This is an optimization exercise on Yosys and OpenROAD, whose aim is small area, not a production implementation. In this exercise RTL edits were held to simulation tests only and were not proved equivalent to the original. No activity file was given, so power comes from the tool's default toggle rates.

raven:
==> flow/design.v <==
`timescale 1ns / 1ps
module clk_divider(
	input clk_in,
	input rst_n,
	output tick
    );
reg [5:0] q;
assign tick = (q[5:1] == 5'b01101);
wire fb = ~(q[5] ^ q[4]);
always @(posedge clk_in or negedge rst_n)
begin
	if (!rst_n)
		q <= 6'd57;
	else
		q <= {q[4], q[3] ^ tick, q[2:0], fb};
end
endmodule
`timescale 1ns / 1ps
module debouncer(
	input 		clk,
	input 		en,
	input 		rst_n,
	input 		noisy_in,
	output 		rise
    );
reg s0, s1, s2;
assign rise = s1 & ~s2;
always @(posedge clk or negedge rst_n)
begin
	if (!rst_n) begin
		s0 <= 1'b0;
		s1 <= 1'b0;
		s2 <= 1'b0;
	end
	else if (en) begin
		s0 <= noisy_in;
		s1 <= s0;
		s2 <= s1;
	end
end
endmodule
`timescale 1ns / 1ps
module elevator(
	input clk, rst,
	input tick,
	input [4:0] rise,         
	input direction_1, direction_2, direction_3,
	input [4:0] fd,           
	output reg [4:0] Lig_All,
	output reg [4:0] Elev_Put,
	output reg led_busy,
	output [4:0] disp         
);
reg [2:0] hall;
always @(posedge clk or negedge rst)
begin
	if (!rst)
		hall <= 3'd7;
	else if (tick)
		hall <= rise[0] ? 3'd0 : rise[1] ? 3'd1 : rise[2] ? 3'd2 :
		        rise[3] ? 3'd3 : rise[4] ? 3'd4 : 3'd7;
end
reg [7:0] Say;            
reg [2:0] pressed;        
reg way_want;
reg [2:0] inner;          
reg [4:0] Layer;
reg PosLoc, Current_way;
reg [2:0] regression;
reg [2:0] FinishPart;     
reg [1:0] DirMe;          
wire step = tick & (&Say);
wire step_d = tick & (Say == 8'd6);    
wire [4:0] car = fd & ~Layer;
wire pv = (pressed != 3'd7) && (pressed != regression);
wire iv = (inner != 3'd7) && (inner != regression);
wire [1:0] dir_stop = (regression == 3'd4) ? 2'd3 : regression[1:0];
wire qv = pv | iv;
wire [2:0] q = pv ? pressed : inner;
wire q_way_ok = !pv || (way_want == Current_way);
wire in_r0 = (regression == 3'd0);
wire arrive = !PosLoc && FinishPart == regression;
wire dstop = !PosLoc && DirMe == dir_stop;
wire q_mid = q_way_ok && (Current_way ? (q < regression && q > FinishPart)
                                      : (q > regression && q < FinishPart));
wire start = qv && (in_r0 || PosLoc);
wire take = start || (qv && !in_r0 && !arrive && !dstop && q_mid);
assign disp = {PosLoc, Current_way, regression};
always @(posedge clk)
begin
	if (!rst) begin
		led_busy <= 1'b0;
		Lig_All <= 5'd0;
		Elev_Put <= 5'd0;
		inner <= 3'd7;
		PosLoc <= 1'b1;
		regression <= 3'd0;
		Say <= 8'd6;
		pressed <= 3'd7;
		Layer <= 5'd0;
	end
	else if (tick) begin
		Layer <= fd;
		Say <= step ? 8'd6 : Say + 8'd1;
		if (hall != 3'd7 && !step) begin
			pressed <= hall;
			way_want <= hall[1] ? (hall[0] ? direction_3 : direction_2) : direction_1;
		end
		else if (step_d)
			pressed <= 3'd7;
		if (car[0] && !step)      inner <= 3'd0;
		else if (car[1] && !step) inner <= 3'd1;
		else if (car[2] && !step) inner <= 3'd2;
		else if (car[3] && !step) inner <= 3'd3;
		else if (car[4] && !step) inner <= 3'd4;
		else if (step_d)          inner <= 3'd7;
		if (step) begin
			if (in_r0) begin
				if (!qv) begin
					Elev_Put[0] <= 1'b0;
					Lig_All[0] <= 1'b0;
					led_busy <= ~PosLoc;
				end
			end
			else if (arrive || dstop) begin
				led_busy <= 1'b1;
				Elev_Put[regression] <= 1'b0;
				Lig_All[regression] <= 1'b0;
			end
			else
				led_busy <= 1'b0;
			if (take) begin
				if (pv)
					Elev_Put[q] <= 1'b1;
				else
					Lig_All[q] <= 1'b1;
			end
		end
		if (step_d) begin
			if (in_r0) begin
				if (qv)
					regression <= 3'd1;
				PosLoc <= !qv;
			end
			else if (arrive)
				PosLoc <= 1'b1;
			else if (dstop)
				DirMe <= 2'd0;
			else if (!PosLoc)
				regression <= (Current_way || regression == 3'd4) ? regression - 3'd1 : regression + 3'd1;
			if (start) begin
				FinishPart <= q;
				PosLoc <= 1'b0;
				DirMe <= 2'd0;
				Current_way <= !(q > regression);
			end
			else if (take)
				DirMe <= q[1:0];
		end
	end
end
endmodule
`timescale 1ns / 1ps
module ssd(
	input clk,
	input rst,                  
	input [4:0] disp,           
	output a_out, b_out, c_out, d_out, e_out, f_out, g_out,
	output p_out,
	output [7:0] an
);
reg [16:0] cnt;
reg on;                         
reg [2:0] dig;                  
localparam [16:0] TERM = 17'd85105;
localparam [16:0] TMASK = ~17'h04004;
wire adv = ((cnt ^ TERM) & TMASK) == 17'd0;
wire fb = ~(cnt[16] ^ cnt[13]);
wire on_n = rst & (on | adv);
wire [2:0] dig_n = !rst ? 3'd0 : (adv & on) ? dig + 3'd1 : dig;
always @(posedge clk)
begin
	if (!rst)
		cnt <= 17'd117873;
	else
		cnt <= {cnt[15] ^ adv, cnt[14:0], fb};
	on <= on_n;
	dig <= dig_n;
end
assign an = on ? ~(8'd1 << dig) : 8'hFF;
assign p_out = 1'b1;
reg [4:0] disp_d;
always @(posedge clk)
	disp_d <= disp;
reg [6:0] seg;
always @(*)
begin
	case (dig)
	3'd0: case (disp_d[2:0])
		3'd0: seg = 7'b0000001;
		3'd1: seg = 7'b1001111;
		3'd2: seg = 7'b0010010;
		3'd3: seg = 7'b0000110;
		default: seg = 7'b1101100;
		endcase
	3'd1: seg = 7'b1111110;
	3'd2: seg = 7'b1110001;
	3'd3: seg = 7'b0111000;
	3'd4: seg = disp_d[4] ? 7'b1000010 : disp_d[3] ? 7'b0000001 : 7'b0011000;
	3'd5: seg = disp_d[4] ? 7'b1001111 : disp_d[3] ? 7'b1000010 : 7'b1000001;
	default: seg = 7'b1111110;
	endcase
end
assign {a_out, b_out, c_out, d_out, e_out, f_out, g_out} = on ? seg : 7'b1111111;
endmodule
`timescale 1ns / 1ps
module top_module(
    input clk,
    rst,
    floor_0_p,
    floor_1_p,
    floor_2_p,
    floor_3_p,
    floor_4_p,
    direction_1,
    direction_2,
    direction_3,
    floor_0_d,
    floor_1_d,
    floor_2_d,
    floor_3_d,
    floor_4_d,
    output led_inside_0,
    led_inside_1,
    led_inside_2,
    led_inside_3,
    led_inside_4,
    led_outside_0,
    led_outside_1,
    led_outside_2,
    led_outside_3,
    led_outside_4,
    led_busy,
    a_out,b_out,c_out,d_out,e_out,f_out,g_out,p_out,
    output [7:0]an
);
    wire tick;
    wire [4:0] rise;
    wire [4:0] disp;
    clk_divider divider(.clk_in(clk), .rst_n(rst), .tick(tick));
    debouncer pb0(.clk(clk), .en(tick), .rst_n(rst), .noisy_in(floor_0_p), .rise(rise[0]));
    debouncer pb1(.clk(clk), .en(tick), .rst_n(rst), .noisy_in(floor_1_p), .rise(rise[1]));
    debouncer pb2(.clk(clk), .en(tick), .rst_n(rst), .noisy_in(floor_2_p), .rise(rise[2]));
    debouncer pb3(.clk(clk), .en(tick), .rst_n(rst), .noisy_in(floor_3_p), .rise(rise[3]));
    debouncer pb4(.clk(clk), .en(tick), .rst_n(rst), .noisy_in(floor_4_p), .rise(rise[4]));
    elevator elev(
        .clk(clk), .rst(rst), .tick(tick), .rise(rise),
        .direction_1(direction_1), .direction_2(direction_2), .direction_3(direction_3),
        .fd({floor_4_d, floor_3_d, floor_2_d, floor_1_d, floor_0_d}),
        .Lig_All({led_inside_4, led_inside_3, led_inside_2, led_inside_1, led_inside_0}),
        .Elev_Put({led_outside_4, led_outside_3, led_outside_2, led_outside_1, led_outside_0}),
        .led_busy(led_busy),
        .disp(disp));
    ssd seven_segment_display(
        .clk(clk), .rst(rst), .disp(disp),
        .a_out(a_out), .b_out(b_out), .c_out(c_out), .d_out(d_out),
        .e_out(e_out), .f_out(f_out), .g_out(g_out), .p_out(p_out),
        .an(an));
endmodule
Settings: LEC_CHECK=0, CAP_MARGIN=20, CORE_MARGIN=2, CORE_UTILIZATION=60, CTS_BUF_LIST=sky130_fd_sc_hd__clkbuf_8, PLACE_DENSITY=0.7, SLEW_MARGIN=20; clock period 10.0 ns.
run.sh (not shown) runs the stock make flow with config.mk's settings and CLKGATE_MAP_FILE= SYNTH_SCRIPT=/design/flow/synth_recipe.tcl, a recipe that flattens the netlist after the stock synthesis.
diff inputs: raven => yarrow
- CORE_UTILIZATION changed from 60 to 40
- PLACE_DENSITY changed from 0.7 to 0.6
==> flow/flow/run.sh (new file) <==
#!/bin/bash
# The standard layout (standard.sh) with two changes:
#  - ABC maps the logic with an area-oriented script (flow/abc_area.script);
#    everything else in synthesis, the flip-flop mapping included, is the
#    standard synthesis (synth_recipe.tcl), so the registers are the same.
#  - the port buffers are made from the smallest buffer cell.
set -euo pipefail
W=$PWD
cat > "$W/synth_area.tcl" <<EOF
proc abc {args} {
  set i [lsearch \$args -script]
  if {\$i >= 0} { lset args [expr {\$i+1}] $W/flow/abc_area.script }
  yosys abc {*}\$args
}
source $W/synth_recipe.tcl
EOF
export BUFFER_PORTS_ARGS="-buffer_cell sky130_fd_sc_hd__buf_1"
bash standard.sh SYNTH_SCRIPT="$W/synth_area.tcl" finish > standard.log 2>&1
==> flow/flow/abc_area.script (new file) <==
strash
ifraig
scorr
dc2
strash
dch -f
amap
topo
==> flow/standard.sh (new file) <==
#!/bin/bash
# synth_recipe.tcl (not shown) runs the flow's synth.tcl, then flattens the netlist and writes it again
# the make line also repeats each setting of config.mk as NAME=value (left out here)
make -C /OpenROAD-flow-scripts/flow DESIGN_CONFIG=/design/flow/config.mk WORK_HOME=/design/flow/orfs CLKGATE_MAP_FILE= SYNTH_SCRIPT=/design/flow/synth_recipe.tcl "${@:-finish}"
removed: flow/run.sh
### Flow results
- On logic depth of the worst setup path including buffers: between raven and yarrow, it ends up higher for yarrow.
- On yarrow: worst setup slack is 350 ps lower than what raven gave.
- Lower count of filler cells inserted in the layout among raven and yarrow: raven
- Against raven as the reference, yarrow delivers a higher final clock period utilization by the worst path.
- yarrow vs raven: clock group share of total power down in yarrow
- From yarrow to raven, number of buffers on the longest clock path did not move at all.
- Summed instance area of the synthesized netlist, raven and yarrow: smaller value in yarrow
- The run showing the greater met3 layer usage reported by global route is raven.
- yarrow went all the way through synthesis, placement and routing and the layout is clean on timing, DRC and antenna.
- The final standard cell count with taps included and fillers excluded of yarrow exceeds that of raven by 1.1%.
Inputs modified between yarrow and nickel:
- CTS_BUF_LIST no longer set, was sky130_fd_sc_hd__clkbuf_8
==> flow/run.sh (new file) <==
#!/bin/bash
# synth_recipe.tcl (not shown) runs the flow's synth.tcl, then flattens the netlist and writes it again
# the make line also repeats each setting of config.mk as NAME=value (left out here)
make -C /OpenROAD-flow-scripts/flow DESIGN_CONFIG=/design/flow/config.mk WORK_HOME=/design/flow/orfs CLKGATE_MAP_FILE= SYNTH_SCRIPT=/design/flow/synth_recipe.tcl finish
removed: flow/flow/run.sh
removed: flow/flow/abc_area.script
removed: flow/standard.sh
Taking nickel over yarrow, the routed wire length ratio works out to 1.13.
Looking at start point of the critical path, the elev.regression[0] result is from yarrow; the seven_segment_display.dig[2] one comes from nickel.
NOTE: global-route met1 utilization in nickel falls short of that of yarrow
Compared with yarrow, synthesized net count in nickel increased by more than 10%.
Edits applied to the flow inputs when going from nickel to quartz:
- CTS_BUF_LIST now sky130_fd_sc_hd__clkbuf_8, previously not set
==> run summary <==
- Per the final summary, quartz finished and its layout is clean on timing, DRC and antenna.
- nickel consumes more power than quartz.
- Against nickel, quartz reports a first-iteration DRC count that is higher.
- Global-route usage: nickel vs quartz, no meaningful difference

what the ideal ports hide:
How much do the figures lean on ideal ports? The routed layouts below were timed once more, with nothing changed but the port constraints. Step 1 (the two cells are an assumption about what drives the block):
set clk [get_ports {clk}]
set_driving_cell -lib_cell sky130_fd_sc_hd__clkbuf_16 $clk
set_driving_cell -lib_cell sky130_fd_sc_hd__buf_2 [delete_from_list [all_inputs] $clk]
Step 2 also shifts input and output timing later by t, the mid clock arrival at the registers, as if the neighbouring blocks saw the same clock. Slacks: ideal / step 1 / step 2; pairs: ideal / step 1.
| run | shift t [ns] | setup WS [ns] | slew at the worst register clock pin (ns) |
|---|---|---|---|
| raven | 0.394 | 5.446 / 5.414 / 5.623 | 0.10 / 0.10 |
| yarrow | 0.388 | 5.096 / 5.096 / 5.096 | 0.09 / 0.09 |
| nickel | 0.376 | 5.428 / 5.391 / 5.501 | 0.07 / 0.07 |
| quartz | 0.403 | 5.405 / 5.372 / 5.532 | 0.09 / 0.09 |
After both steps every run listed still meets setup and hold.
